Context: an optimization exercise on an open-source flow, tuned for small area. The choices shown serve that exercise and are no tape-out recipe. For this run, only the layout was checked, not whether the RTL still works. No activity file was given, so power comes from the tool's default toggle rates.

## flow/flow/run.sh

```bash
#!/bin/bash
# The standard layout, with the input and output port buffers made from
# the platform's smallest plain buffer instead of the resizer's default pick.
set -euo pipefail
export BUFFER_PORTS_ARGS="-buffer_cell sky130_fd_sc_hd__buf_1"
bash standard.sh "BUFFER_PORTS_ARGS=-buffer_cell sky130_fd_sc_hd__buf_1" finish > standard.log 2>&1
```

## flow/standard.sh

```bash
#!/bin/bash
# synth_recipe.tcl (not shown) runs the flow's synth.tcl, then flattens the netlist and writes it again
# the make line also repeats each setting of config.mk as NAME=value (left out here)
make -C /OpenROAD-flow-scripts/flow DESIGN_CONFIG=/design/flow/config.mk WORK_HOME=/design/flow/orfs CLKGATE_MAP_FILE= SYNTH_SCRIPT=/design/flow/synth_recipe.tcl "${@:-finish}"
```

## flow/config.mk

```make
export PLATFORM = sky130hd
export DESIGN_NAME = ALU_sync
export DESIGN_NICKNAME = ALU_sync
export VERILOG_FILES = /design/flow/design.v
export SDC_FILE = /design/flow/constraint.sdc
export NUM_CORES = 4
export LEC_CHECK = 0
export ABC_AREA = 1
export CAP_MARGIN = 20
export CORE_MARGIN = 2
export CORE_UTILIZATION = 40
export SETUP_SLACK_MARGIN = -0.8
export SLEW_MARGIN = 20
```

## flow/constraint.sdc

```tcl
create_clock -name core_clock -period 35.0 [get_ports {clk}]
set_input_delay 7.0000 -clock core_clock [delete_from_list [all_inputs] [get_ports {clk}]]
set_output_delay 7.0000 -clock core_clock [all_outputs]
set_load 0.01 [all_outputs]
```

## flow/design.v

```verilog
module ALU_sync (
  input  wire        clk,
  input  wire [15:0] A, B,
  input  wire [3:0]  ALU_FUN,
  output reg  [15:0] ALU_OUT,
  output reg         Carry_flag,
  output reg         Arith_flag,
  output reg         Logic_flag,
  output reg         CMP_flag,
  output reg         Shift_flag
);
  wire op_add = (ALU_FUN == 4'b0000);
  wire op_sub = (ALU_FUN == 4'b0001);
  wire op_mul = (ALU_FUN == 4'b0010);
  wire op_div = (ALU_FUN == 4'b0011);
  wire op_eq  = (ALU_FUN == 4'b1010);
  wire op_gt  = (ALU_FUN == 4'b1011);
  wire op_lt  = (ALU_FUN == 4'b1100);
  wire op_shr = (ALU_FUN == 4'b1101);
  wire op_shl = (ALU_FUN == 4'b1110);
  wire op_cmp = op_eq | op_gt | op_lt;
  wire sub0 = op_sub | op_cmp | op_div;
  wire fresh_en = ~op_mul;
  wire [15:0] bz;
  assign bz[0] = 1'b1;
  assign bz[1] = ~|B[15:15];
  assign bz[2] = ~|B[15:14];
  assign bz[3] = ~|B[15:13];
  assign bz[4] = ~|B[15:12];
  assign bz[5] = ~|B[15:11];
  assign bz[6] = ~|B[15:10];
  assign bz[7] = ~|B[15:9];
  assign bz[8] = ~|B[15:8];
  assign bz[9] = ~|B[15:7];
  assign bz[10] = ~|B[15:6];
  assign bz[11] = ~|B[15:5];
  assign bz[12] = ~|B[15:4];
  assign bz[13] = ~|B[15:3];
  assign bz[14] = ~|B[15:2];
  assign bz[15] = ~|B[15:1];
  wire bnz = |B;
  wire [2:0] ta = A[15:13];
  wire [2:0] tb = B[2:0];
  wire tdiv = bz[13] & (tb != 3'd0);
  wire [2:0] tq = tdiv ? ta / tb : 3'd0;
  wire [2:0] tr = tdiv ? ta % tb : ta;
  wire [2:0] tm = A[2:0] * B[15:13];
  wire [2:0] o13 = op_mul ? tm : (op_div ? tr : ta);
  wire q15 = tq[2];
  wire q14 = tq[1];
  wire q13 = tq[0];
  wire [3:0] x12, y12, s12;
  wire c12, q12;
  assign x12 = {o13, A[12] & fresh_en};
  assign y12 = op_mul ? (A[3:0] & {4{B[12]}}) : ~B[3:0];
  wire [4:0] k12;
  assign k12[0] = ~op_mul;
  assign s12[0] = x12[0] ^ y12[0] ^ k12[0];
  assign k12[1] = (x12[0] & y12[0]) | (k12[0] & (x12[0] ^ y12[0]));
  assign s12[1] = x12[1] ^ y12[1] ^ k12[1];
  assign k12[2] = (x12[1] & y12[1]) | (k12[1] & (x12[1] ^ y12[1]));
  assign s12[2] = x12[2] ^ y12[2] ^ k12[2];
  assign k12[3] = (x12[2] & y12[2]) | (k12[2] & (x12[2] ^ y12[2]));
  assign s12[3] = x12[3] ^ y12[3] ^ k12[3];
  assign k12[4] = (x12[3] & y12[3]) | (k12[3] & (x12[3] ^ y12[3]));
  assign c12 = k12[4];
  assign q12 = c12 & bz[12];
  wire sel12 = op_mul | (op_div & q12);
  wire [3:0] o12 = sel12 ? s12 : x12;
  wire [4:0] x11, y11, s11;
  wire c11, q11;
  assign x11 = {o12, A[11] & fresh_en};
  assign y11 = op_mul ? (A[4:0] & {5{B[11]}}) : ~B[4:0];
  wire [5:0] k11;
  assign k11[0] = ~op_mul;
  assign s11[0] = x11[0] ^ y11[0] ^ k11[0];
  assign k11[1] = (x11[0] & y11[0]) | (k11[0] & (x11[0] ^ y11[0]));
  assign s11[1] = x11[1] ^ y11[1] ^ k11[1];
  assign k11[2] = (x11[1] & y11[1]) | (k11[1] & (x11[1] ^ y11[1]));
  assign s11[2] = x11[2] ^ y11[2] ^ k11[2];
  assign k11[3] = (x11[2] & y11[2]) | (k11[2] & (x11[2] ^ y11[2]));
  assign s11[3] = x11[3] ^ y11[3] ^ k11[3];
  assign k11[4] = (x11[3] & y11[3]) | (k11[3] & (x11[3] ^ y11[3]));
  assign s11[4] = x11[4] ^ y11[4] ^ k11[4];
  assign k11[5] = (x11[4] & y11[4]) | (k11[4] & (x11[4] ^ y11[4]));
  assign c11 = k11[5];
  assign q11 = c11 & bz[11];
  wire sel11 = op_mul | (op_div & q11);
  wire [4:0] o11 = sel11 ? s11 : x11;
  wire [5:0] x10, y10, s10;
  wire c10, q10;
  assign x10 = {o11, A[10] & fresh_en};
  assign y10 = op_mul ? (A[5:0] & {6{B[10]}}) : ~B[5:0];
  wire [6:0] k10;
  assign k10[0] = ~op_mul;
  assign s10[0] = x10[0] ^ y10[0] ^ k10[0];
  assign k10[1] = (x10[0] & y10[0]) | (k10[0] & (x10[0] ^ y10[0]));
  assign s10[1] = x10[1] ^ y10[1] ^ k10[1];
  assign k10[2] = (x10[1] & y10[1]) | (k10[1] & (x10[1] ^ y10[1]));
  assign s10[2] = x10[2] ^ y10[2] ^ k10[2];
  assign k10[3] = (x10[2] & y10[2]) | (k10[2] & (x10[2] ^ y10[2]));
  assign s10[3] = x10[3] ^ y10[3] ^ k10[3];
  assign k10[4] = (x10[3] & y10[3]) | (k10[3] & (x10[3] ^ y10[3]));
  assign s10[4] = x10[4] ^ y10[4] ^ k10[4];
  assign k10[5] = (x10[4] & y10[4]) | (k10[4] & (x10[4] ^ y10[4]));
  assign s10[5] = x10[5] ^ y10[5] ^ k10[5];
  assign k10[6] = (x10[5] & y10[5]) | (k10[5] & (x10[5] ^ y10[5]));
  assign c10 = k10[6];
  assign q10 = c10 & bz[10];
  wire sel10 = op_mul | (op_div & q10);
  wire [5:0] o10 = sel10 ? s10 : x10;
  wire [6:0] x9, y9, s9;
  wire c9, q9;
  assign x9 = {o10, A[9] & fresh_en};
  assign y9 = op_mul ? (A[6:0] & {7{B[9]}}) : ~B[6:0];
  wire [7:0] k9;
  assign k9[0] = ~op_mul;
  assign s9[0] = x9[0] ^ y9[0] ^ k9[0];
  assign k9[1] = (x9[0] & y9[0]) | (k9[0] & (x9[0] ^ y9[0]));
  assign s9[1] = x9[1] ^ y9[1] ^ k9[1];
  assign k9[2] = (x9[1] & y9[1]) | (k9[1] & (x9[1] ^ y9[1]));
  assign s9[2] = x9[2] ^ y9[2] ^ k9[2];
  assign k9[3] = (x9[2] & y9[2]) | (k9[2] & (x9[2] ^ y9[2]));
  assign s9[3] = x9[3] ^ y9[3] ^ k9[3];
  assign k9[4] = (x9[3] & y9[3]) | (k9[3] & (x9[3] ^ y9[3]));
  assign s9[4] = x9[4] ^ y9[4] ^ k9[4];
  assign k9[5] = (x9[4] & y9[4]) | (k9[4] & (x9[4] ^ y9[4]));
  assign s9[5] = x9[5] ^ y9[5] ^ k9[5];
  assign k9[6] = (x9[5] & y9[5]) | (k9[5] & (x9[5] ^ y9[5]));
  assign s9[6] = x9[6] ^ y9[6] ^ k9[6];
  assign k9[7] = (x9[6] & y9[6]) | (k9[6] & (x9[6] ^ y9[6]));
  assign c9 = k9[7];
  assign q9 = c9 & bz[9];
  wire sel9 = op_mul | (op_div & q9);
  wire [6:0] o9 = sel9 ? s9 : x9;
  wire [7:0] x8, y8, s8;
  wire c8, q8;
  assign x8 = {o9, A[8] & fresh_en};
  assign y8 = op_mul ? (A[7:0] & {8{B[8]}}) : ~B[7:0];
  wire [7:0] p8 = x8 ^ y8;
  wire [7:0] g8;
  assign g8[0] = (x8[0] & y8[0]) | (~op_mul & p8[0]);
  assign g8[7:1] = x8[7:1] & y8[7:1];
  wire G8_0 = g8[1] | (p8[1] & g8[0]);
  wire G8_1 = g8[3] | (p8[3] & g8[2]);
  wire P8_1 = p8[3] & p8[2];
  wire G8_2 = g8[5] | (p8[5] & g8[4]);
  wire P8_2 = p8[5] & p8[4];
  wire G8_3 = g8[7] | (p8[7] & g8[6]);
  wire P8_3 = p8[7] & p8[6];
  wire G8_4 = g8[2] | (p8[2] & G8_0);
  wire G8_5 = G8_1 | (P8_1 & G8_0);
  wire G8_6 = g8[6] | (p8[6] & G8_2);
  wire P8_6 = p8[6] & P8_2;
  wire G8_7 = G8_3 | (P8_3 & G8_2);
  wire P8_7 = P8_3 & P8_2;
  wire G8_8 = g8[4] | (p8[4] & G8_5);
  wire G8_9 = G8_2 | (P8_2 & G8_5);
  wire G8_10 = G8_6 | (P8_6 & G8_5);
  wire G8_11 = G8_7 | (P8_7 & G8_5);
  assign s8[0] = p8[0] ^ ~op_mul;
  assign s8[1] = p8[1] ^ g8[0];
  assign s8[2] = p8[2] ^ G8_0;
  assign s8[3] = p8[3] ^ G8_4;
  assign s8[4] = p8[4] ^ G8_5;
  assign s8[5] = p8[5] ^ G8_8;
  assign s8[6] = p8[6] ^ G8_9;
  assign s8[7] = p8[7] ^ G8_10;
  assign c8 = G8_11;
  assign q8 = c8 & bz[8];
  wire sel8 = op_mul | (op_div & q8);
  wire [7:0] o8 = sel8 ? s8 : x8;
  wire [8:0] x7, y7, s7;
  wire c7, q7;
  assign x7 = {o8, A[7] & fresh_en};
  assign y7 = op_mul ? (A[8:0] & {9{B[7]}}) : ~B[8:0];
  wire [8:0] p7 = x7 ^ y7;
  wire [8:0] g7;
  assign g7[0] = (x7[0] & y7[0]) | (~op_mul & p7[0]);
  assign g7[8:1] = x7[8:1] & y7[8:1];
  wire G7_0 = g7[1] | (p7[1] & g7[0]);
  wire G7_1 = g7[3] | (p7[3] & g7[2]);
  wire P7_1 = p7[3] & p7[2];
  wire G7_2 = g7[5] | (p7[5] & g7[4]);
  wire P7_2 = p7[5] & p7[4];
  wire G7_3 = g7[7] | (p7[7] & g7[6]);
  wire P7_3 = p7[7] & p7[6];
  wire G7_4 = g7[2] | (p7[2] & G7_0);
  wire G7_5 = G7_1 | (P7_1 & G7_0);
  wire G7_6 = g7[6] | (p7[6] & G7_2);
  wire P7_6 = p7[6] & P7_2;
  wire G7_7 = G7_3 | (P7_3 & G7_2);
  wire P7_7 = P7_3 & P7_2;
  wire G7_8 = g7[4] | (p7[4] & G7_5);
  wire G7_9 = G7_2 | (P7_2 & G7_5);
  wire G7_10 = G7_6 | (P7_6 & G7_5);
  wire G7_11 = G7_7 | (P7_7 & G7_5);
  wire G7_12 = g7[8] | (p7[8] & G7_11);
  assign s7[0] = p7[0] ^ ~op_mul;
  assign s7[1] = p7[1] ^ g7[0];
  assign s7[2] = p7[2] ^ G7_0;
  assign s7[3] = p7[3] ^ G7_4;
  assign s7[4] = p7[4] ^ G7_5;
  assign s7[5] = p7[5] ^ G7_8;
  assign s7[6] = p7[6] ^ G7_9;
  assign s7[7] = p7[7] ^ G7_10;
  assign s7[8] = p7[8] ^ G7_11;
  assign c7 = G7_12;
  assign q7 = c7 & bz[7];
  wire sel7 = op_mul | (op_div & q7);
  wire [8:0] o7 = sel7 ? s7 : x7;
  wire [9:0] x6, y6, s6;
  wire c6, q6;
  assign x6 = {o7, A[6] & fresh_en};
  assign y6 = op_mul ? (A[9:0] & {10{B[6]}}) : ~B[9:0];
  wire [9:0] p6 = x6 ^ y6;
  wire [9:0] g6;
  assign g6[0] = (x6[0] & y6[0]) | (~op_mul & p6[0]);
  assign g6[9:1] = x6[9:1] & y6[9:1];
  wire G6_0 = g6[1] | (p6[1] & g6[0]);
  wire G6_1 = g6[3] | (p6[3] & g6[2]);
  wire P6_1 = p6[3] & p6[2];
  wire G6_2 = g6[5] | (p6[5] & g6[4]);
  wire P6_2 = p6[5] & p6[4];
  wire G6_3 = g6[7] | (p6[7] & g6[6]);
  wire P6_3 = p6[7] & p6[6];
  wire G6_4 = g6[9] | (p6[9] & g6[8]);
  wire P6_4 = p6[9] & p6[8];
  wire G6_5 = g6[2] | (p6[2] & G6_0);
  wire G6_6 = G6_1 | (P6_1 & G6_0);
  wire G6_7 = g6[6] | (p6[6] & G6_2);
  wire P6_7 = p6[6] & P6_2;
  wire G6_8 = G6_3 | (P6_3 & G6_2);
  wire P6_8 = P6_3 & P6_2;
  wire G6_9 = g6[4] | (p6[4] & G6_6);
  wire G6_10 = G6_2 | (P6_2 & G6_6);
  wire G6_11 = G6_7 | (P6_7 & G6_6);
  wire G6_12 = G6_8 | (P6_8 & G6_6);
  wire G6_13 = g6[8] | (p6[8] & G6_12);
  wire G6_14 = G6_4 | (P6_4 & G6_12);
  assign s6[0] = p6[0] ^ ~op_mul;
  assign s6[1] = p6[1] ^ g6[0];
  assign s6[2] = p6[2] ^ G6_0;
  assign s6[3] = p6[3] ^ G6_5;
  assign s6[4] = p6[4] ^ G6_6;
  assign s6[5] = p6[5] ^ G6_9;
  assign s6[6] = p6[6] ^ G6_10;
  assign s6[7] = p6[7] ^ G6_11;
  assign s6[8] = p6[8] ^ G6_12;
  assign s6[9] = p6[9] ^ G6_13;
  assign c6 = G6_14;
  assign q6 = c6 & bz[6];
  wire sel6 = op_mul | (op_div & q6);
  wire [9:0] o6 = sel6 ? s6 : x6;
  wire [10:0] x5, y5, s5;
  wire c5, q5;
  assign x5 = {o6, A[5] & fresh_en};
  assign y5 = op_mul ? (A[10:0] & {11{B[5]}}) : ~B[10:0];
  wire [10:0] p5 = x5 ^ y5;
  wire [10:0] g5;
  assign g5[0] = (x5[0] & y5[0]) | (~op_mul & p5[0]);
  assign g5[10:1] = x5[10:1] & y5[10:1];
  wire G5_0 = g5[1] | (p5[1] & g5[0]);
  wire G5_1 = g5[3] | (p5[3] & g5[2]);
  wire P5_1 = p5[3] & p5[2];
  wire G5_2 = g5[5] | (p5[5] & g5[4]);
  wire P5_2 = p5[5] & p5[4];
  wire G5_3 = g5[7] | (p5[7] & g5[6]);
  wire P5_3 = p5[7] & p5[6];
  wire G5_4 = g5[9] | (p5[9] & g5[8]);
  wire P5_4 = p5[9] & p5[8];
  wire G5_5 = g5[2] | (p5[2] & G5_0);
  wire G5_6 = G5_1 | (P5_1 & G5_0);
  wire G5_7 = g5[6] | (p5[6] & G5_2);
  wire P5_7 = p5[6] & P5_2;
  wire G5_8 = G5_3 | (P5_3 & G5_2);
  wire P5_8 = P5_3 & P5_2;
  wire G5_9 = g5[10] | (p5[10] & G5_4);
  wire P5_9 = p5[10] & P5_4;
  wire G5_10 = g5[4] | (p5[4] & G5_6);
  wire G5_11 = G5_2 | (P5_2 & G5_6);
  wire G5_12 = G5_7 | (P5_7 & G5_6);
  wire G5_13 = G5_8 | (P5_8 & G5_6);
  wire G5_14 = g5[8] | (p5[8] & G5_13);
  wire G5_15 = G5_4 | (P5_4 & G5_13);
  wire G5_16 = G5_9 | (P5_9 & G5_13);
  assign s5[0] = p5[0] ^ ~op_mul;
  assign s5[1] = p5[1] ^ g5[0];
  assign s5[2] = p5[2] ^ G5_0;
  assign s5[3] = p5[3] ^ G5_5;
  assign s5[4] = p5[4] ^ G5_6;
  assign s5[5] = p5[5] ^ G5_10;
  assign s5[6] = p5[6] ^ G5_11;
  assign s5[7] = p5[7] ^ G5_12;
  assign s5[8] = p5[8] ^ G5_13;
  assign s5[9] = p5[9] ^ G5_14;
  assign s5[10] = p5[10] ^ G5_15;
  assign c5 = G5_16;
  assign q5 = c5 & bz[5];
  wire sel5 = op_mul | (op_div & q5);
  wire [10:0] o5 = sel5 ? s5 : x5;
  wire [11:0] x4, y4, s4;
  wire c4, q4;
  assign x4 = {o5, A[4] & fresh_en};
  assign y4 = op_mul ? (A[11:0] & {12{B[4]}}) : ~B[11:0];
  wire [11:0] p4 = x4 ^ y4;
  wire [11:0] g4;
  assign g4[0] = (x4[0] & y4[0]) | (~op_mul & p4[0]);
  assign g4[11:1] = x4[11:1] & y4[11:1];
  wire G4_0 = g4[1] | (p4[1] & g4[0]);
  wire G4_1 = g4[3] | (p4[3] & g4[2]);
  wire P4_1 = p4[3] & p4[2];
  wire G4_2 = g4[5] | (p4[5] & g4[4]);
  wire P4_2 = p4[5] & p4[4];
  wire G4_3 = g4[7] | (p4[7] & g4[6]);
  wire P4_3 = p4[7] & p4[6];
  wire G4_4 = g4[9] | (p4[9] & g4[8]);
  wire P4_4 = p4[9] & p4[8];
  wire G4_5 = g4[11] | (p4[11] & g4[10]);
  wire P4_5 = p4[11] & p4[10];
  wire G4_6 = g4[2] | (p4[2] & G4_0);
  wire G4_7 = G4_1 | (P4_1 & G4_0);
  wire G4_8 = g4[6] | (p4[6] & G4_2);
  wire P4_8 = p4[6] & P4_2;
  wire G4_9 = G4_3 | (P4_3 & G4_2);
  wire P4_9 = P4_3 & P4_2;
  wire G4_10 = g4[10] | (p4[10] & G4_4);
  wire P4_10 = p4[10] & P4_4;
  wire G4_11 = G4_5 | (P4_5 & G4_4);
  wire P4_11 = P4_5 & P4_4;
  wire G4_12 = g4[4] | (p4[4] & G4_7);
  wire G4_13 = G4_2 | (P4_2 & G4_7);
  wire G4_14 = G4_8 | (P4_8 & G4_7);
  wire G4_15 = G4_9 | (P4_9 & G4_7);
  wire G4_16 = g4[8] | (p4[8] & G4_15);
  wire G4_17 = G4_4 | (P4_4 & G4_15);
  wire G4_18 = G4_10 | (P4_10 & G4_15);
  wire G4_19 = G4_11 | (P4_11 & G4_15);
  assign s4[0] = p4[0] ^ ~op_mul;
  assign s4[1] = p4[1] ^ g4[0];
  assign s4[2] = p4[2] ^ G4_0;
  assign s4[3] = p4[3] ^ G4_6;
  assign s4[4] = p4[4] ^ G4_7;
  assign s4[5] = p4[5] ^ G4_12;
  assign s4[6] = p4[6] ^ G4_13;
  assign s4[7] = p4[7] ^ G4_14;
  assign s4[8] = p4[8] ^ G4_15;
  assign s4[9] = p4[9] ^ G4_16;
  assign s4[10] = p4[10] ^ G4_17;
  assign s4[11] = p4[11] ^ G4_18;
  assign c4 = G4_19;
  assign q4 = c4 & bz[4];
  wire sel4 = op_mul | (op_div & q4);
  wire [11:0] o4 = sel4 ? s4 : x4;
  wire [12:0] x3, y3, s3;
  wire c3, q3;
  assign x3 = {o4, A[3] & fresh_en};
  assign y3 = op_mul ? (A[12:0] & {13{B[3]}}) : ~B[12:0];
  wire [12:0] p3 = x3 ^ y3;
  wire [12:0] g3;
  assign g3[0] = (x3[0] & y3[0]) | (~op_mul & p3[0]);
  assign g3[12:1] = x3[12:1] & y3[12:1];
  wire G3_0 = g3[1] | (p3[1] & g3[0]);
  wire G3_1 = g3[3] | (p3[3] & g3[2]);
  wire P3_1 = p3[3] & p3[2];
  wire G3_2 = g3[5] | (p3[5] & g3[4]);
  wire P3_2 = p3[5] & p3[4];
  wire G3_3 = g3[7] | (p3[7] & g3[6]);
  wire P3_3 = p3[7] & p3[6];
  wire G3_4 = g3[9] | (p3[9] & g3[8]);
  wire P3_4 = p3[9] & p3[8];
  wire G3_5 = g3[11] | (p3[11] & g3[10]);
  wire P3_5 = p3[11] & p3[10];
  wire G3_6 = g3[2] | (p3[2] & G3_0);
  wire G3_7 = G3_1 | (P3_1 & G3_0);
  wire G3_8 = g3[6] | (p3[6] & G3_2);
  wire P3_8 = p3[6] & P3_2;
  wire G3_9 = G3_3 | (P3_3 & G3_2);
  wire P3_9 = P3_3 & P3_2;
  wire G3_10 = g3[10] | (p3[10] & G3_4);
  wire P3_10 = p3[10] & P3_4;
  wire G3_11 = G3_5 | (P3_5 & G3_4);
  wire P3_11 = P3_5 & P3_4;
  wire G3_12 = g3[4] | (p3[4] & G3_7);
  wire G3_13 = G3_2 | (P3_2 & G3_7);
  wire G3_14 = G3_8 | (P3_8 & G3_7);
  wire G3_15 = G3_9 | (P3_9 & G3_7);
  wire G3_16 = g3[12] | (p3[12] & G3_11);
  wire P3_16 = p3[12] & P3_11;
  wire G3_17 = g3[8] | (p3[8] & G3_15);
  wire G3_18 = G3_4 | (P3_4 & G3_15);
  wire G3_19 = G3_10 | (P3_10 & G3_15);
  wire G3_20 = G3_11 | (P3_11 & G3_15);
  wire G3_21 = G3_16 | (P3_16 & G3_15);
  assign s3[0] = p3[0] ^ ~op_mul;
  assign s3[1] = p3[1] ^ g3[0];
  assign s3[2] = p3[2] ^ G3_0;
  assign s3[3] = p3[3] ^ G3_6;
  assign s3[4] = p3[4] ^ G3_7;
  assign s3[5] = p3[5] ^ G3_12;
  assign s3[6] = p3[6] ^ G3_13;
  assign s3[7] = p3[7] ^ G3_14;
  assign s3[8] = p3[8] ^ G3_15;
  assign s3[9] = p3[9] ^ G3_17;
  assign s3[10] = p3[10] ^ G3_18;
  assign s3[11] = p3[11] ^ G3_19;
  assign s3[12] = p3[12] ^ G3_20;
  assign c3 = G3_21;
  assign q3 = c3 & bz[3];
  wire sel3 = op_mul | (op_div & q3);
  wire [12:0] o3 = sel3 ? s3 : x3;
  wire [13:0] x2, y2, s2;
  wire c2, q2;
  assign x2 = {o3, A[2] & fresh_en};
  assign y2 = op_mul ? (A[13:0] & {14{B[2]}}) : ~B[13:0];
  wire [13:0] p2 = x2 ^ y2;
  wire [13:0] g2;
  assign g2[0] = (x2[0] & y2[0]) | (~op_mul & p2[0]);
  assign g2[13:1] = x2[13:1] & y2[13:1];
  wire G2_0 = g2[1] | (p2[1] & g2[0]);
  wire G2_1 = g2[3] | (p2[3] & g2[2]);
  wire P2_1 = p2[3] & p2[2];
  wire G2_2 = g2[5] | (p2[5] & g2[4]);
  wire P2_2 = p2[5] & p2[4];
  wire G2_3 = g2[7] | (p2[7] & g2[6]);
  wire P2_3 = p2[7] & p2[6];
  wire G2_4 = g2[9] | (p2[9] & g2[8]);
  wire P2_4 = p2[9] & p2[8];
  wire G2_5 = g2[11] | (p2[11] & g2[10]);
  wire P2_5 = p2[11] & p2[10];
  wire G2_6 = g2[13] | (p2[13] & g2[12]);
  wire P2_6 = p2[13] & p2[12];
  wire G2_7 = g2[2] | (p2[2] & G2_0);
  wire G2_8 = G2_1 | (P2_1 & G2_0);
  wire G2_9 = g2[6] | (p2[6] & G2_2);
  wire P2_9 = p2[6] & P2_2;
  wire G2_10 = G2_3 | (P2_3 & G2_2);
  wire P2_10 = P2_3 & P2_2;
  wire G2_11 = g2[10] | (p2[10] & G2_4);
  wire P2_11 = p2[10] & P2_4;
  wire G2_12 = G2_5 | (P2_5 & G2_4);
  wire P2_12 = P2_5 & P2_4;
  wire G2_13 = g2[4] | (p2[4] & G2_8);
  wire G2_14 = G2_2 | (P2_2 & G2_8);
  wire G2_15 = G2_9 | (P2_9 & G2_8);
  wire G2_16 = G2_10 | (P2_10 & G2_8);
  wire G2_17 = g2[12] | (p2[12] & G2_12);
  wire P2_17 = p2[12] & P2_12;
  wire G2_18 = G2_6 | (P2_6 & G2_12);
  wire P2_18 = P2_6 & P2_12;
  wire G2_19 = g2[8] | (p2[8] & G2_16);
  wire G2_20 = G2_4 | (P2_4 & G2_16);
  wire G2_21 = G2_11 | (P2_11 & G2_16);
  wire G2_22 = G2_12 | (P2_12 & G2_16);
  wire G2_23 = G2_17 | (P2_17 & G2_16);
  wire G2_24 = G2_18 | (P2_18 & G2_16);
  assign s2[0] = p2[0] ^ ~op_mul;
  assign s2[1] = p2[1] ^ g2[0];
  assign s2[2] = p2[2] ^ G2_0;
  assign s2[3] = p2[3] ^ G2_7;
  assign s2[4] = p2[4] ^ G2_8;
  assign s2[5] = p2[5] ^ G2_13;
  assign s2[6] = p2[6] ^ G2_14;
  assign s2[7] = p2[7] ^ G2_15;
  assign s2[8] = p2[8] ^ G2_16;
  assign s2[9] = p2[9] ^ G2_19;
  assign s2[10] = p2[10] ^ G2_20;
  assign s2[11] = p2[11] ^ G2_21;
  assign s2[12] = p2[12] ^ G2_22;
  assign s2[13] = p2[13] ^ G2_23;
  assign c2 = G2_24;
  assign q2 = c2 & bz[2];
  wire sel2 = op_mul | (op_div & q2);
  wire [13:0] o2 = sel2 ? s2 : x2;
  wire [14:0] x1, y1, s1;
  wire c1, q1;
  assign x1 = {o2, A[1] & fresh_en};
  assign y1 = op_mul ? (A[14:0] & {15{B[1]}}) : ~B[14:0];
  wire [14:0] p1 = x1 ^ y1;
  wire [14:0] g1;
  assign g1[0] = (x1[0] & y1[0]) | (~op_mul & p1[0]);
  assign g1[14:1] = x1[14:1] & y1[14:1];
  wire G1_0 = g1[1] | (p1[1] & g1[0]);
  wire G1_1 = g1[3] | (p1[3] & g1[2]);
  wire P1_1 = p1[3] & p1[2];
  wire G1_2 = g1[5] | (p1[5] & g1[4]);
  wire P1_2 = p1[5] & p1[4];
  wire G1_3 = g1[7] | (p1[7] & g1[6]);
  wire P1_3 = p1[7] & p1[6];
  wire G1_4 = g1[9] | (p1[9] & g1[8]);
  wire P1_4 = p1[9] & p1[8];
  wire G1_5 = g1[11] | (p1[11] & g1[10]);
  wire P1_5 = p1[11] & p1[10];
  wire G1_6 = g1[13] | (p1[13] & g1[12]);
  wire P1_6 = p1[13] & p1[12];
  wire G1_7 = g1[2] | (p1[2] & G1_0);
  wire G1_8 = G1_1 | (P1_1 & G1_0);
  wire G1_9 = g1[6] | (p1[6] & G1_2);
  wire P1_9 = p1[6] & P1_2;
  wire G1_10 = G1_3 | (P1_3 & G1_2);
  wire P1_10 = P1_3 & P1_2;
  wire G1_11 = g1[10] | (p1[10] & G1_4);
  wire P1_11 = p1[10] & P1_4;
  wire G1_12 = G1_5 | (P1_5 & G1_4);
  wire P1_12 = P1_5 & P1_4;
  wire G1_13 = g1[14] | (p1[14] & G1_6);
  wire P1_13 = p1[14] & P1_6;
  wire G1_14 = g1[4] | (p1[4] & G1_8);
  wire G1_15 = G1_2 | (P1_2 & G1_8);
  wire G1_16 = G1_9 | (P1_9 & G1_8);
  wire G1_17 = G1_10 | (P1_10 & G1_8);
  wire G1_18 = g1[12] | (p1[12] & G1_12);
  wire P1_18 = p1[12] & P1_12;
  wire G1_19 = G1_6 | (P1_6 & G1_12);
  wire P1_19 = P1_6 & P1_12;
  wire G1_20 = G1_13 | (P1_13 & G1_12);
  wire P1_20 = P1_13 & P1_12;
  wire G1_21 = g1[8] | (p1[8] & G1_17);
  wire G1_22 = G1_4 | (P1_4 & G1_17);
  wire G1_23 = G1_11 | (P1_11 & G1_17);
  wire G1_24 = G1_12 | (P1_12 & G1_17);
  wire G1_25 = G1_18 | (P1_18 & G1_17);
  wire G1_26 = G1_19 | (P1_19 & G1_17);
  wire G1_27 = G1_20 | (P1_20 & G1_17);
  assign s1[0] = p1[0] ^ ~op_mul;
  assign s1[1] = p1[1] ^ g1[0];
  assign s1[2] = p1[2] ^ G1_0;
  assign s1[3] = p1[3] ^ G1_7;
  assign s1[4] = p1[4] ^ G1_8;
  assign s1[5] = p1[5] ^ G1_14;
  assign s1[6] = p1[6] ^ G1_15;
  assign s1[7] = p1[7] ^ G1_16;
  assign s1[8] = p1[8] ^ G1_17;
  assign s1[9] = p1[9] ^ G1_21;
  assign s1[10] = p1[10] ^ G1_22;
  assign s1[11] = p1[11] ^ G1_23;
  assign s1[12] = p1[12] ^ G1_24;
  assign s1[13] = p1[13] ^ G1_25;
  assign s1[14] = p1[14] ^ G1_26;
  assign c1 = G1_27;
  assign q1 = c1 & bz[1];
  wire sel1 = op_mul | (op_div & q1);
  wire [14:0] o1 = sel1 ? s1 : x1;
  wire [15:0] x0, y0, s0;
  wire c0, q0;
  assign x0 = {o1, A[0] & fresh_en};
  assign y0 = op_mul ? (A & {16{B[0]}}) : (B ^ {16{sub0}});
  wire [15:0] p0 = x0 ^ y0;
  wire [15:0] g0;
  assign g0[0] = (x0[0] & y0[0]) | (sub0 & p0[0]);
  assign g0[15:1] = x0[15:1] & y0[15:1];
  wire G0_0 = g0[1] | (p0[1] & g0[0]);
  wire G0_1 = g0[3] | (p0[3] & g0[2]);
  wire P0_1 = p0[3] & p0[2];
  wire G0_2 = g0[5] | (p0[5] & g0[4]);
  wire P0_2 = p0[5] & p0[4];
  wire G0_3 = g0[7] | (p0[7] & g0[6]);
  wire P0_3 = p0[7] & p0[6];
  wire G0_4 = g0[9] | (p0[9] & g0[8]);
  wire P0_4 = p0[9] & p0[8];
  wire G0_5 = g0[11] | (p0[11] & g0[10]);
  wire P0_5 = p0[11] & p0[10];
  wire G0_6 = g0[13] | (p0[13] & g0[12]);
  wire P0_6 = p0[13] & p0[12];
  wire G0_7 = g0[15] | (p0[15] & g0[14]);
  wire P0_7 = p0[15] & p0[14];
  wire G0_8 = g0[2] | (p0[2] & G0_0);
  wire G0_9 = G0_1 | (P0_1 & G0_0);
  wire G0_10 = g0[6] | (p0[6] & G0_2);
  wire P0_10 = p0[6] & P0_2;
  wire G0_11 = G0_3 | (P0_3 & G0_2);
  wire P0_11 = P0_3 & P0_2;
  wire G0_12 = g0[10] | (p0[10] & G0_4);
  wire P0_12 = p0[10] & P0_4;
  wire G0_13 = G0_5 | (P0_5 & G0_4);
  wire P0_13 = P0_5 & P0_4;
  wire G0_14 = g0[14] | (p0[14] & G0_6);
  wire P0_14 = p0[14] & P0_6;
  wire G0_15 = G0_7 | (P0_7 & G0_6);
  wire P0_15 = P0_7 & P0_6;
  wire G0_16 = g0[4] | (p0[4] & G0_9);
  wire G0_17 = G0_2 | (P0_2 & G0_9);
  wire G0_18 = G0_10 | (P0_10 & G0_9);
  wire G0_19 = G0_11 | (P0_11 & G0_9);
  wire G0_20 = g0[12] | (p0[12] & G0_13);
  wire P0_20 = p0[12] & P0_13;
  wire G0_21 = G0_6 | (P0_6 & G0_13);
  wire P0_21 = P0_6 & P0_13;
  wire G0_22 = G0_14 | (P0_14 & G0_13);
  wire P0_22 = P0_14 & P0_13;
  wire G0_23 = G0_15 | (P0_15 & G0_13);
  wire P0_23 = P0_15 & P0_13;
  wire G0_24 = g0[8] | (p0[8] & G0_19);
  wire G0_25 = G0_4 | (P0_4 & G0_19);
  wire G0_26 = G0_12 | (P0_12 & G0_19);
  wire G0_27 = G0_13 | (P0_13 & G0_19);
  wire G0_28 = G0_20 | (P0_20 & G0_19);
  wire G0_29 = G0_21 | (P0_21 & G0_19);
  wire G0_30 = G0_22 | (P0_22 & G0_19);
  wire G0_31 = G0_23 | (P0_23 & G0_19);
  assign s0[0] = p0[0] ^ sub0;
  assign s0[1] = p0[1] ^ g0[0];
  assign s0[2] = p0[2] ^ G0_0;
  assign s0[3] = p0[3] ^ G0_8;
  assign s0[4] = p0[4] ^ G0_9;
  assign s0[5] = p0[5] ^ G0_16;
  assign s0[6] = p0[6] ^ G0_17;
  assign s0[7] = p0[7] ^ G0_18;
  assign s0[8] = p0[8] ^ G0_19;
  assign s0[9] = p0[9] ^ G0_24;
  assign s0[10] = p0[10] ^ G0_25;
  assign s0[11] = p0[11] ^ G0_26;
  assign s0[12] = p0[12] ^ G0_27;
  assign s0[13] = p0[13] ^ G0_28;
  assign s0[14] = p0[14] ^ G0_29;
  assign s0[15] = p0[15] ^ G0_30;
  assign c0 = G0_31;
  assign q0 = c0 & bz[0];
  wire [15:0] quo = {q15, q14, q13, q12, q11, q10, q9, q8, q7, q6, q5, q4, q3, q2, q1, q0};
  wire c0_out = c0;
  wire eq = ~|s0;
  wire lt = ~c0;
  wire gt = c0 & ~eq;
  reg [15:0] logic_out;
  always @(*) begin
    case (ALU_FUN)
      4'b0100: logic_out = A & B;
      4'b0101: logic_out = A | B;
      4'b0110: logic_out = ~(A & B);
      4'b0111: logic_out = ~(A | B);
      4'b1000: logic_out = A ^ B;
      4'b1001: logic_out = ~(A ^ B);
      default: logic_out = 16'b0;
    endcase
  end
  wire arith0 = op_add | op_sub | op_mul;
  wire [15:0] res = ({16{arith0}} & s0)
                  | ({16{op_div & bnz}} & quo)
                  | logic_out
                  | {14'b0, (op_gt & gt) | (op_lt & lt), (op_eq & eq) | (op_lt & lt)}
                  | ({16{op_shr}} & {1'b0, A[15:1]})
                  | ({16{op_shl}} & {A[14:0], 1'b0});
  always @(posedge clk) begin
    ALU_OUT    <= res;
    Carry_flag <= (op_add & c0) | (op_sub & ~c0);
    Arith_flag <= (ALU_FUN[3:2] == 2'b00);
    Logic_flag <= (ALU_FUN >= 4'b0100) & (ALU_FUN <= 4'b1001);
    CMP_flag   <= op_cmp;
    Shift_flag <= op_shr | op_shl;
  end
endmodule
```

==> results.txt <==
## worst min-delay path by stage
stage / start / endpoint / slack, ns / cells past startpoint
3_3_place_gp: ALU_OUT[5]$_DFF_P_ / ALU_OUT[5] / 7.39 / 1
2_1_floorplan: ALU_FUN[2] / Arith_flag$_DFF_P_ / 7.09 / 1
6_report: ALU_FUN[2] / Arith_flag$_DFF_P_ / 7.13 / 2
3_5_place_dp: Arith_flag$_DFF_P_ / Arith_flag / 7.38 / 1
5_1_grt: ALU_FUN[2] / Arith_flag$_DFF_P_ / 7.16 / 2
4_1_cts: ALU_FUN[2] / Arith_flag$_DFF_P_ / 7.13 / 2
## power groups by stage
stage	sequential, uW	combinational [uW]	clock [uW]
3_3_place_gp	30.3	291	0
2_1_floorplan	32.8	191	0
5_1_grt	30.3	359	25.5
4_1_cts	29.9	295	24.4
3_5_place_dp	30.4	293	0
6_report	29.9	323	24.5
## state kept, by name, summed over array words and instances (netlist names)
register and count:
ALU_OUT 16, Arith_flag 1, CMP_flag 1, Carry_flag 1, Logic_flag 1, Shift_flag 1
## metrics by stage
| stage | area, um^2 | TNS, ns | std cells | hold WS (ns) | total power, uW |
|---|---|---|---|---|---|
| global placement | 11400 | -1.21 | 2022 | 7.39 | 322 |
| floorplan | 10100 | 0 | 1554 | 7.09 | 223 |
| finish | 12200 | 0 | 2049 | 7.13 | 378 |
| CTS | 11500 | -3.40 | 2026 | 7.13 | 350 |
| global route | 12200 | -5.41 | 2049 | 7.16 | 414 |
| detailed placement | 11400 | -4.24 | 2022 | 7.38 | 324 |
## worst max-delay path: cells and delay by family
| family | cells | cell delay (ns) |
|---|---|---|
| fa+ha+maj | 33 | 10.27 |
| compound gates | 30 | 4.10 |
| buf+inv | 33 | 3.34 |
| simple gates | 85 | 9.00 |
| xor+xnor | 1 | 0.16 |
| mux | 1 | 0.25 |
## cell type report
| class | instances | area (um^2) | share of cell area (%) |
|---|---|---|---|
| Inverter | 229 | 885 | 7.26 |
| Sequential cell | 21 | 420 | 3.45 |
| Timing Repair Buffer | 214 | 1430 | 11.7 |
| Antenna cell | 1 | 2.50 | 0.0205 |
| Clock inverter | 1 | 5.00 | 0.0411 |
| Tap cell | 330 | 413 | 3.39 |
| Clock buffer | 3 | 75.1 | 0.616 |
| Timing Repair inverter | 3 | 20.0 | 0.164 |
| Multi-Input combinational cell | 1247 | 8940 | 73.3 |
## routing by layer
metal  part of all wire [%]  vias to the layer above  wire length (um)  track usage, %
li1                       -                     5597                 -               -
met2                     45                      499             18000            48.0
met3                    8.0                      106              3190            2.90
met1                     43                     5441             17200            40.4
met4                    3.8                        0              1530            9.90
met5                      0                        -                 0               0
## kinds of logic after synthesis
kind of cell | synth area share, %
AOI/OAI and AO/OA | 23.3
xor gates and xnor gates | 4.87
adders and majority gates | 28.0
buffers and inverters | 11.7
DFF | 4.18
muxes | 0.199
and+or+nand+nor | 27.8
## cells in the mapped netlist, drive strengths merged
cell | n | share of area (%)
a211oi | 19 | 1.4
xor2 | 36 | 3.1
ha | 131 | 16
a21o | 6 | 0.45
nand3 | 92 | 5.2
clkinv | 15 | 0.61
or2 | 4 | 0.25
a21oi | 78 | 3.9
a31oi | 35 | 2.2
a311oi | 1 | 0.087
o21ai | 132 | 6.6
xnor2 | 20 | 1.7
o22ai | 13 | 0.81
o221ai | 4 | 0.35
o21bai | 1 | 0.075
nand2 | 369 | 16
mux2i | 2 | 0.20
buf | 8 | 0.68
and2 | 4 | 0.26
or4 | 1 | 0.075
nand3b | 2 | 0.15
inv | 214 | 8.0
and3 | 2 | 0.14
nor4 | 2 | 0.12
dfxtp | 21 | 4.2
nor3 | 12 | 0.60
nor2 | 111 | 4.5
o31ai | 68 | 5.2
a2111oi | 9 | 0.78
clkbuf | 50 | 2.4
o211ai | 7 | 0.52
o2111ai | 8 | 0.70
nand4 | 15 | 0.93
a22oi | 1 | 0.075
fa | 59 | 12
a221oi | 2 | 0.17
## repair_timing
item                                    CTS  global route
resized for setup                         0           162
endpoints found under the setup margin    0            17
setup buffers                             0            22
==> summary.txt <==
STA
  • Min Tclk post-route: ~34 ns
  • Final setup fails: 0
  • Final worst slack: about 1.1 ns
  • Final Hold Viols: 0
  • Final worst path period share: about 97%
  • Worst Tran Pin Value: 1.10 ns
  • Max Fclk: 29.5 MHz
  • Max-slew violations: 0
  • Rel. slew slack: between 20% and 30%

Layout
  • Layout cells sized above 1: 20.4%
  • Layout net count: about 2,000
  • Fin util: between 40% and 50%
  • Area grow syn2layout: 21.1%
  • Commonest non-fill, non-tap cell in the layout: nand2_1
  • Commonest non-fill, non-tap cells in the layout: nand2_1 (314), inv_1 (201), buf_4 (152)
  • Filler cells: ~2,700

Logic synthesis
  • Area of the mapped netlist: approximately 0.010 mm^2
  • Avg Cell Area, Syn: 6.48 um^2
  • Syn nets: approximately 1,800
  • FF+latch count, synth: 21
  • Synth warnings: 1
  • Count of different cell masters after synthesis: 54
  • Sequential fraction of the synthesis area: 4.18%
  • Synth Instances: 1,554

Power
  • Leak: approximately 0.0059 uW
  • Internal power: ~180 uW
  • Switching Fraction: about 53%
  • Logic pwr share: between 80% and 90%
  • Peak VDD IR: between 15 and 20 uV
  • Sw power: 202 uW
  • Pwr Density: roughly 31 mW/mm^2
  • Power share of the clock group: between 6 and 7%
  • Flop pwr share: between 7 and 8%

Placement
  • PortBufs: between 50 and 60
  • Dpl hpwl: ~31,000 um
  • Placer Congestion: approximately 1
  • Pre-CTS setup slack: -0.834 ns

Global route
  • Congestion Overflow GR: 0
  • Initial antenna violation count: 1
  • All-Layer GR Usage: 29.3%
  • Largest net degree at the start of global routing: 51
  • Vias in the first global route: roughly 11,000
  • Global-route wire length before repair: approximately 60,000 um

Routing
  • DR vias: between 10,000 and 15,000
  • DRT Pass-1 Iters: 5
  • DRT iter0 DRCs: between 1,000 and 1,500
  • WL final: between 30,000 and 40,000 um
  • Routed length per placed instance: roughly 20 um
  • DRC Markers: 0
  • Routed Antenna Nets: 0
  • Via density: between 5 and 6

Floorplanning
  • Die Span Y: 163 um
  • Core Area: ~0.025 mm^2
  • Num rows: between 50 and 60
  • Die X: roughly 160 um
  • DIE AREA: 0.0264 mm^2
  • Starting density of the core: 40.3%
  • IO Count: 58

Worst setup path
  • CP endpoint: ALU_OUT[1]$_DFF_P_
  • CP Launch Point: B[0]
  • Slowest CP cell: fa_1
  • Critical path startpoint category: primary input
  • Crit path kind: in2reg
  • CP max FO: 10
  • CP Data Required Time: between 30 and 40 ns
  • Slowest Stage Delay on Critical Path: ~0.45 ns
  • WP data arrival: roughly 34 ns
  • Worst Setup End Kind: flip-flop

CTS
  • Clock root cell: clkbuf_16
  • Clock buffer depth: 2
  • Htree depth: 1
  • Num Clock Sinks: 21
  • Reg clk slew, reported paths: roughly 0.06 ns
  • TritonCTS clock tree: built
  • Hold_buf cts: 0
  • Total CTS buffers: 3

Hold path
  • Hold WC Path Type: in2reg

Status
  • Run status: finished clean

Job
  • MaxCap Viol Count: 0

-- separate check: timing with driven ports --
How much do the figures lean on ideal ports? The routed layout below was timed once more, with nothing changed but the port constraints. Step 1 sets driving cells, clkbuf_16 on the clock port and buf_2 on the other inputs (assumed; they add their load-dependent delay and slew). Step 2 adds t to the input delays and takes it off the output delays; t is the mean of the earliest and latest rising clock arrival at the registers after step 1. Input paths then give back, and output paths get back, about the clock's delay inside the block. Slacks: ideal ports / drivers / drivers and shift; pairs: ideal ports / drivers.
t, ns: 0.285
setup WS [ns]: 1.052 / 1.062 / 0.777
clock arrival spread, ns: 0.006 / 0.006
slew at the worst register clock pin (ns): 0.06 / 0.06
pins driven straight from the clock port: 1
After both steps this run still meets setup and hold. The setup slack of this run moves by +0.010 ns with the drivers and by -0.275 ns with both steps.
